From an optimization exercise on the open Yosys and OpenROAD flow, aimed at a short achievable clock period and few clock cycles; shortcuts taken in it are not production practice. Only simulation tests tie the RTL to the original design; equivalence was not proved. Power and IR drop assume default switching activity.

## xenon
Design MIPS_Multi, start of the top module:
module MIPS_Multi(clk, rst, Memory_out, MemWrite, MemRead, Adr, B_out);
Size in the first run: ~6400 cells after synthesis, ~100 I/O pins, about 72000 µm² of cells after synthesis.
make LEC_CHECK=0 ABC_CLOCK_PERIOD_IN_PS=1500 CAP_MARGIN=20 CORE_MARGIN=2 CORE_UTILIZATION=42 PLACE_DENSITY=0.62 SETUP_SLACK_MARGIN=4.4 SLEW_MARGIN=20 SYNTH_HIERARCHICAL=1 SYNTH_MINIMUM_KEEP_SIZE=0 finish   # period 7.5 ns
run.sh (not shown) runs the stock make flow with config.mk's settings and CLKGATE_MAP_FILE= SYNTH_SCRIPT=/design/flow/synth_recipe.tcl, a recipe that flattens the netlist after the stock synthesis.
Testbench counts of xenon, summed over its fixed seeds: cycles 99,136.
--- input diff xenon..fjord ---
diff --git a/flow/config.mk b/flow/config.mk
--- a/flow/config.mk
+++ b/flow/config.mk
@@ -9,7 +9,7 @@
 export CAP_MARGIN = 20
 export CORE_MARGIN = 2
-export CORE_UTILIZATION = 42
-export PLACE_DENSITY = 0.62
-export SETUP_SLACK_MARGIN = 4.4
+export CORE_UTILIZATION = 35
+export PLACE_DENSITY = 0.55
+export SETUP_SLACK_MARGIN = 5.0
 export SLEW_MARGIN = 20
 export SYNTH_HIERARCHICAL = 1
Results
- Changes observed in fjord relative to xenon: number of antenna cells inserted +22; area enclosed by the die boundary +20%.
- Looking only at number of inserted filler cells in the final layout, and setting everything else aside, the lower value of xenon and fjord goes to xenon.
- From xenon to fjord the numbers moved as follows: clock latency of the later-clocked register in the worst-skew pair rose 20 ps; fraction of final layout cells sized beyond drive strength 1 rose 7.6 points.
- Re worst-case vdd ir drop: xenon and fjord aren't equal, and the lower value belongs to xenon.
- Looking at met1 usage, fjord sits below xenon.
- Number of violations of the max-capacitance limit came out exactly the same in xenon and fjord.
- In fjord relative to xenon, die boundary height had gone up by a little under 10%.
- Going from xenon to fjord, worst hold-check slack shrinks by 3.2 ps.
Modified inputs, lagoon compared to fjord
diff --git a/flow/config.mk b/flow/config.mk
--- a/flow/config.mk
+++ b/flow/config.mk
@@ -11,5 +11,5 @@
 export CORE_UTILIZATION = 35
 export PLACE_DENSITY = 0.55
-export SETUP_SLACK_MARGIN = 5.0
+export SETUP_SLACK_MARGIN = 4.4
 export SLEW_MARGIN = 20
 export SYNTH_HIERARCHICAL = 1
==> run notes <==
In summary, lagoon completed successfully, with a layout that passed the timing, DRC and antenna checks.
The higher total cell area at the placement stage of lagoon and fjord is in fjord.
lagoon does better than fjord on cell area after layout.
Residual DRC count came out exactly the same in lagoon and fjord.
Arrival time at the worst endpoint: lagoon vs fjord down 130 ps
Summary: with fjord as the reference, sequential-cell power consumption in lagoon moved up slightly.
lagoon does better than fjord on detailed-route wire length.
fjord and lagoon ended up with roughly the same buffer depth of the longest clock path.
fjord has a higher combinational fraction of design power than lagoon.
Higher static leakage goes to fjord over lagoon.


MIPS_Multi, a different RTL version from the one above (not shown whole).
Size: ~6,200 cells after synthesis, roughly 100 I/O pins, about 0.067 sq mm of cells after synthesis.
==> flow/config.mk <==
export PLATFORM = sky130hd
export DESIGN_NAME = MIPS_Multi
export DESIGN_NICKNAME = MIPS_Multi
export VERILOG_FILES = /design/flow/design.v
export SDC_FILE = /design/flow/constraint.sdc
export NUM_CORES = 4
export LEC_CHECK = 0
export ABC_CLOCK_PERIOD_IN_PS = 1500
export CAP_MARGIN = 20
export CORE_MARGIN = 2
export CORE_UTILIZATION = 35
export PLACE_DENSITY = 0.55
export SETUP_SLACK_MARGIN = 4.4
export SLEW_MARGIN = 20
export SYNTH_HIERARCHICAL = 1
export SYNTH_MINIMUM_KEEP_SIZE = 0
==> flow/constraint.sdc <==
create_clock -name core_clock -period 7.5 [get_ports {clk}]
set_input_delay 1.5000 -clock core_clock [delete_from_list [all_inputs] [get_ports {clk}]]
set_output_delay 1.5000 -clock core_clock [all_outputs]
set_load 0.01 [all_outputs]
Testbench counts at the start, summed over its fixed seeds: cycles 99,136.
Then changed:
--- a/flow/config.mk
+++ b/flow/config.mk
@@ -13 +13 @@
-export SETUP_SLACK_MARGIN = 4.4
+export SETUP_SLACK_MARGIN = 5.0
Final area grows by roughly a tenth; total power climbs by a few percent; worst setup slack degrades by 0.065 ns; global-route usage grows by 3.2 points; non-clock buffer count came out higher by 274; wire length rises by roughly a tenth; worst hold slack hardly moves; clock power came out higher by a few percent.

[what the ideal ports hide]
How much do the figures lean on ideal ports? The routed layouts below were timed once more, with nothing changed but the port constraints.
Step 1, drivers: a clkbuf_16 drives clk and a buf_2 each remaining input, both assumed.
Step 2, shift: input delay + t, output delay - t, t = (earliest + latest rising clock arrival at the registers) / 2. This alone moves slack from input paths to output paths.
Three values: ideal ports, drivers, drivers and shift; two values: the first two.
run	shift t [ns]	slack for setup (ns)	hold slack, ns
xenon	0.863	4.285 / 3.970 / 3.107	0.339 / 0.339 / 0.339
fjord	0.887	4.178 / 3.978 / 3.091	0.335 / 0.335 / 0.335
lagoon	0.853	4.291 / 3.973 / 3.121	0.338 / 0.338 / 0.338
the first run of note 2	0.844	4.167 / 4.167 / 3.373	0.327 / 0.327 / 0.327
the second run of note 2	0.872	4.102 / 4.157 / 3.285	0.325 / 0.325 / 0.325
After both steps every run listed still meets setup and hold. For xenon, which loses most, drivers alone change the setup slack by -0.315 ns; drivers and shift together by -1.178 ns.
